From an optimization exercise on the open Yosys and OpenROAD flow, aimed at small area and a short achievable clock period; shortcuts taken in it are not production practice.
Function was checked by simulation only, so behaviour that the tests miss may differ from the original.
The flow treats the clock pin as an ideal source, which a real chip does not have.
Power and IR drop assume default switching activity.

// bist
module bist #(
    parameter size   = 6,
    parameter length = 8
)(
    input  logic                 clk,
    input  logic                 rst,
    input  logic                 start,
    input  logic                 csin,
    input  logic                 rwbarin,
    input  logic                 opr,
    input  logic [size-1:0]      address,
    input  logic [length-1:0]    datain,
    output logic [length-1:0]    dataout,
    output logic                 fail
);
    logic       NbarT;
    logic       cout;
    logic [7:0] qlo;        
    logic [7:0] qhi;        
    logic       q6;         
    logic       pat;        
    wire next_T = NbarT ? ~cout : start;
    always_ff @(posedge clk or posedge rst) begin
        if (rst)
            NbarT <= 1'b0;
        else
            NbarT <= next_T;
    end
    always_ff @(posedge clk or posedge rst) begin
        if (rst) begin
            qlo <= 8'd0;
            qhi <= 8'd0;
        end else if (!next_T) begin
            qlo <= 8'd0;
            qhi <= 8'd0;
        end else if (!NbarT) begin
            qlo <= 8'd1;
            qhi <= 8'd1;
        end else begin
            qlo <= {qlo[6:0], qlo[7]};
            if (qlo[7])
                qhi <= {qhi[6:0], qhi[7]};
        end
    end
    always_ff @(posedge clk) begin
        if (!NbarT) begin
            q6   <= 1'b0;
            cout <= 1'b0;
        end else begin
            if (qlo[7] && qhi[7])
                q6 <= ~q6;
            cout <= qlo[7] && qhi[7] && q6;
        end
    end
    wire q_zero = qlo[0] && qhi[0] && !q6;
    always_ff @(posedge clk or posedge rst) begin
        if (rst)
            pat <= 1'b0;
        else if (NbarT && q_zero)
            pat <= 1'b1;
    end
    wire [7:0] P = {pat, 1'b0, pat, 1'b0, pat, 1'b0, pat, 1'b0};
    wire next_q6 = NbarT && (q6 ^ (qlo[7] && qhi[7]));
    logic idle, tr, tw;
    always_ff @(posedge clk or posedge rst) begin
        if (rst) begin
            idle <= 1'b1;
            tr   <= 1'b0;
            tw   <= 1'b0;
        end else begin
            idle <= ~next_T;
            tr   <= next_T && next_q6;
            tw   <= next_T && !next_q6;
        end
  ...
For scale: ~1200 cells after synthesis, roughly 29 I/O pins, roughly 20000 sq um of cells after synthesis.
Settings: LEC_CHECK=0, CAP_MARGIN=20, CORE_MARGIN=2, CORE_UTILIZATION=60, CTS_CLUSTER_DIAMETER=120, CTS_CLUSTER_SIZE=24, SETUP_SLACK_MARGIN=3.4, SLEW_MARGIN=20, SYNTH_HIERARCHICAL=1; clock period 6.0 ns.
standard.sh (not shown) runs the stock make flow with config.mk's settings and CLKGATE_MAP_FILE= SYNTH_SCRIPT=/design/flow/synth_recipe.tcl, a recipe that flattens the netlist after the stock synthesis.
==> flow/flow/run.sh <==
#!/bin/bash
# The standard layout, with extra timing-repair passes and area recovery after CTS
# (flow/extra_cts.tcl, run through ORFS's POST_CTS_TCL hook), with timing
# repair free to change a cell's footprint when it resizes it.
bash standard.sh MATCH_CELL_FOOTPRINT=0 "POST_CTS_TCL=$PWD/flow/extra_cts.tcl" finish > standard.log 2>&1
==> flow/flow/downsize.tcl <==
# Area recovery: swap each combinational cell for its smallest drive-strength
# variant that keeps the worst setup slack (placement parasitics).
proc my_variants {lc} {
  set name [get_name $lc]
  if {![regexp {^(.*)_([0-9]+)$} $name -> base drive]} { return {} }
  set out {}
  foreach c [get_lib_cells */${base}_*] {
    if {[regexp "^${base}_\[0-9\]+\$" [get_name $c]] && [sta::equiv_cells $lc $c]} {
      lappend out [list [get_property $c area] $c]
    }
  }
  return [lsort -real -index 0 $out]
}

proc my_downsize {{tol 0.0}} {
  estimate_parasitics -placement
  set ws0 [worst_slack -max]
  set saved 0.0
  set insts {}
  foreach inst [get_cells *] {
    set lc [get_lib_cells -of_objects $inst]
    if {$lc eq "" || $lc eq "NULL"} continue
    if {[regexp {__(df|edf|sdf|dl|sdl)} [get_name $lc]]} continue
    set n [get_name $lc]
    if {[string match *clkbuf* $n] || [string match *tap* $n] || [string match *fill* $n] || [string match *decap* $n] || [string match *conb* $n]} continue
    lappend insts [list [get_property $lc area] $inst]
  }
  foreach item [lsort -real -decreasing -index 0 $insts] {
    set inst [lindex $item 1]
    set lc [get_lib_cells -of_objects $inst]
    set a0 [get_property $lc area]
    foreach v [my_variants $lc] {
      lassign $v a c
      if {$a >= $a0} break
      replace_cell $inst $c
      estimate_parasitics -placement
      if {[worst_slack -max] >= $ws0 - $tol} {
        set saved [expr {$saved + $a0 - $a}]
        set lc $c
        break
      }
      replace_cell $inst $lc
    }
  }
  estimate_parasitics -placement
  puts "my_downsize: saved $saved um2, worst slack $ws0 -> [worst_slack -max]"
}
Other scripts of this flow, unchanged in this note and not shown: flow/flow/extra_cts.tcl
The starting point produced a clean layout.
Edit:
==> flow/flow/run.sh (replaced) <==
#!/bin/bash
# The standard layout, with extra timing-repair passes and area recovery
# after CTS (flow/extra_cts.tcl) and area recovery after global routing
# (flow/extra_grt.tcl), run through ORFS's POST_CTS_TCL and
# POST_GLOBAL_ROUTE_TCL hooks.
bash standard.sh "POST_CTS_TCL=$PWD/flow/extra_cts.tcl" "POST_GLOBAL_ROUTE_TCL=$PWD/flow/extra_grt.tcl" finish > standard.log 2>&1
--- a/flow/flow/downsize.tcl
+++ b/flow/flow/downsize.tcl
@@ -1,4 +1,5 @@
 # Area recovery: swap each combinational cell for its smallest drive-strength
-# variant that keeps the worst setup slack (placement parasitics).
+# variant that keeps the worst setup slack. par is the parasitics source:
+# placement or global_routing.
 proc my_variants {lc} {
   set name [get_name $lc]
@@ -13,6 +14,6 @@
 }
 
-proc my_downsize {{tol 0.0}} {
-  estimate_parasitics -placement
+proc my_downsize {{par placement} {tol 0.0}} {
+  estimate_parasitics -$par
   set ws0 [worst_slack -max]
   set saved 0.0
@@ -34,5 +35,5 @@
       if {$a >= $a0} break
       replace_cell $inst $c
-      estimate_parasitics -placement
+      estimate_parasitics -$par
       if {[worst_slack -max] >= $ws0 - $tol} {
         set saved [expr {$saved + $a0 - $a}]
@@ -43,5 +44,5 @@
     }
   }
-  estimate_parasitics -placement
+  estimate_parasitics -$par
   puts "my_downsize: saved $saved um2, worst slack $ws0 -> [worst_slack -max]"
 }
==> flow/flow/extra_grt.tcl (new file) <==
# Runs at the end of global routing (ORFS POST_GLOBAL_ROUTE_TCL hook), after
# ORFS's own repair: area recovery with global-route parasitics, then the
# routes and guides are brought up to date.
source [file join [file dirname [info script]] downsize.tcl]
global_route -start_incremental
my_downsize global_routing
detailed_placement
global_route -end_incremental
check_placement -verbose
estimate_parasitics -global_routing
report_worst_slack -max
write_guides $::env(RESULTS_DIR)/route.guide
=> The changed run passed the timing, DRC and antenna checks; hold slack stays flat; total power hardly moves; sequential power hardly moves.


bist again, from the RTL that the note above started with.
export LEC_CHECK = 0
export CAP_MARGIN = 20
export CORE_MARGIN = 2
export CORE_UTILIZATION = 70
export CTS_CLUSTER_DIAMETER = 120
export CTS_CLUSTER_SIZE = 24
export SETUP_SLACK_MARGIN = 3.4
export SLEW_MARGIN = 20
export SYNTH_HIERARCHICAL = 1
create_clock -name core_clock -period 6.0 [get_ports {clk}]
==> flow/flow/run.sh <==
#!/bin/bash
# The standard layout, with extra timing-repair passes and area recovery after CTS
# (flow/extra_cts.tcl, run through ORFS's POST_CTS_TCL hook).
bash standard.sh "POST_CTS_TCL=$PWD/flow/extra_cts.tcl" finish > standard.log 2>&1
==> flow/flow/downsize.tcl <==
# Area recovery: swap each combinational cell for its smallest drive-strength
# variant that keeps the worst setup slack (placement parasitics).
proc my_variants {lc} {
  set name [get_name $lc]
  if {![regexp {^(.*)_([0-9]+)$} $name -> base drive]} { return {} }
  set out {}
  foreach c [get_lib_cells */${base}_*] {
    if {[regexp "^${base}_\[0-9\]+\$" [get_name $c]] && [sta::equiv_cells $lc $c]} {
      lappend out [list [get_property $c area] $c]
    }
  }
  return [lsort -real -index 0 $out]
}

proc my_downsize {{tol 0.0}} {
  estimate_parasitics -placement
  set ws0 [worst_slack -max]
  set saved 0.0
  set insts {}
  foreach inst [get_cells *] {
    set lc [get_lib_cells -of_objects $inst]
    if {$lc eq "" || $lc eq "NULL"} continue
    if {[regexp {__(df|edf|sdf|dl|sdl)} [get_name $lc]]} continue
    set n [get_name $lc]
    if {[string match *clkbuf* $n] || [string match *tap* $n] || [string match *fill* $n] || [string match *decap* $n] || [string match *conb* $n]} continue
    lappend insts [list [get_property $lc area] $inst]
  }
  foreach item [lsort -real -decreasing -index 0 $insts] {
    set inst [lindex $item 1]
    set lc [get_lib_cells -of_objects $inst]
    set a0 [get_property $lc area]
    foreach v [my_variants $lc] {
      lassign $v a c
      if {$a >= $a0} break
      replace_cell $inst $c
      estimate_parasitics -placement
      if {[worst_slack -max] >= $ws0 - $tol} {
        set saved [expr {$saved + $a0 - $a}]
        set lc $c
        break
      }
      replace_cell $inst $lc
    }
  }
  estimate_parasitics -placement
  puts "my_downsize: saved $saved um2, worst slack $ws0 -> [worst_slack -max]"
}
==> flow/flow/extra_cts.tcl <==
# Runs after clock tree synthesis (ORFS POST_CTS_TCL hook).
# 1. Extra timing-repair passes: repair_timing often stops on one endpoint;
#    running it again from the repaired state lets it work on the rest.
# 2. Area recovery: each combinational cell goes to its smallest drive
#    strength that keeps the worst setup slack (flow/downsize.tcl).
source [file join [file dirname [info script]] downsize.tcl]
for {set i 0} {$i < 3} {incr i} {
  estimate_parasitics -placement
  repair_timing_helper
  detailed_placement
}
my_downsize
detailed_placement
check_placement -verbose
estimate_parasitics -placement
report_worst_slack -max
The starting point produced a clean layout.
==> next run, changes <==
==> flow/run.sh (new file) <==
#!/bin/bash
# synth_recipe.tcl (not shown) runs the flow's synth.tcl, then flattens the netlist and writes it again
# the make line also repeats each setting of config.mk as NAME=value (left out here)
make -C /OpenROAD-flow-scripts/flow DESIGN_CONFIG=/design/flow/config.mk WORK_HOME=/design/flow/orfs CLKGATE_MAP_FILE= SYNTH_SCRIPT=/design/flow/synth_recipe.tcl finish
CORE_UTILIZATION = 60   (was 70)
removed: flow/flow/run.sh
removed: flow/flow/downsize.tcl
removed: flow/flow/extra_cts.tcl
removed: flow/standard.sh
Effect: The new run passed the timing, DRC and antenna checks; sequential share of layout area goes down by 2.7 points; power barely changes; fmax goes up by 0.97%; cell area climbs by 3.9%; clock power stays flat; clock skew came out lower by 0.0082 ns; die area came out higher by 16%; worst hold slack gets better by 0.010 ns; wire length grows by 2.6%; cell count rose by 4.0%.
==> next run, changes <==
==> flow/flow/run.sh (new file) <==
#!/bin/bash
# The standard layout, with extra timing-repair passes after CTS
# (flow/extra_cts.tcl, run through ORFS's POST_CTS_TCL hook).
bash standard.sh "POST_CTS_TCL=$PWD/flow/extra_cts.tcl" finish > standard.log 2>&1
==> flow/flow/extra_cts.tcl (new file) <==
# Extra timing-repair passes after clock tree synthesis: repair_timing often
# stops on one endpoint; running it again from the repaired state lets it
# work on the rest.
for {set i 0} {$i < 3} {incr i} {
  estimate_parasitics -placement
  repair_timing_helper
  detailed_placement
}
check_placement -verbose
estimate_parasitics -placement
report_worst_slack -max
==> flow/standard.sh (new file) <==
#!/bin/bash
# synth_recipe.tcl (not shown) runs the flow's synth.tcl, then flattens the netlist and writes it again
# the make line also repeats each setting of config.mk as NAME=value (left out here)
make -C /OpenROAD-flow-scripts/flow DESIGN_CONFIG=/design/flow/config.mk WORK_HOME=/design/flow/orfs CLKGATE_MAP_FILE= SYNTH_SCRIPT=/design/flow/synth_recipe.tcl "${@:-finish}"
removed: flow/run.sh
Global-route usage barely changes.
Worst hold slack got worse by 0.0063 ns.
Wire length is about the same.
==> next run, changes <==
==> flow/run.sh (new file) <==
#!/bin/bash
# synth_recipe.tcl (not shown) runs the flow's synth.tcl, then flattens the netlist and writes it again
# the make line also repeats each setting of config.mk as NAME=value (left out here)
make -C /OpenROAD-flow-scripts/flow DESIGN_CONFIG=/design/flow/config.mk WORK_HOME=/design/flow/orfs CLKGATE_MAP_FILE= SYNTH_SCRIPT=/design/flow/synth_recipe.tcl finish
CORE_UTILIZATION = 75   (was 60)
removed: flow/flow/run.sh
removed: flow/flow/extra_cts.tcl
removed: flow/standard.sh
Count of clock-buffer cells in the layout does not change.
Design area drops by 1.5%.
Synthesized area is unchanged.
Power stays flat.
Core utilization climbs by 16 points.
Clock power hardly moves.
Hold slack gets better by 0.013 ns.
Routed wire length barely changes.
Synthesized cell count is unchanged.
Register-to-register slack gets worse by 0.04 ns.

## static timing again, ports no longer ideal
In the flow no input, the clock included, has a driving cell. The finished layouts below were timed again as built, in two steps.
Step 1 assumes that a clkbuf_16 drives the clock port and a buf_2 every other input.
Step 2 also shifts input and output timing later by t, the mid clock arrival at the registers, as if the neighbouring blocks saw the same clock.
Three values: ideal ports, drivers, drivers and shift; two values: the first two.
run	shift t [ns]	slack for setup (ns)	worst setup path at the end
the first run of note 1	0.619	3.287 / 3.256 / 2.638	input to register
the second run of note 1	0.618	3.291 / 3.308 / 2.690	input to register
the first run of note 2	0.607	3.342 / 3.319 / 2.713	input to register
the second run of note 2	0.622	3.368 / 3.364 / 2.742	input to register
the third run of note 2	0.623	3.384 / 3.375 / 2.752	input to register
the fourth run of note 2	0.617	3.335 / 3.305 / 2.688	input to register
After both steps setup and hold are still met in every run listed. For the first run of note 1, which loses most, drivers alone change the setup slack by -0.031 ns; drivers and shift together by -0.649 ns.
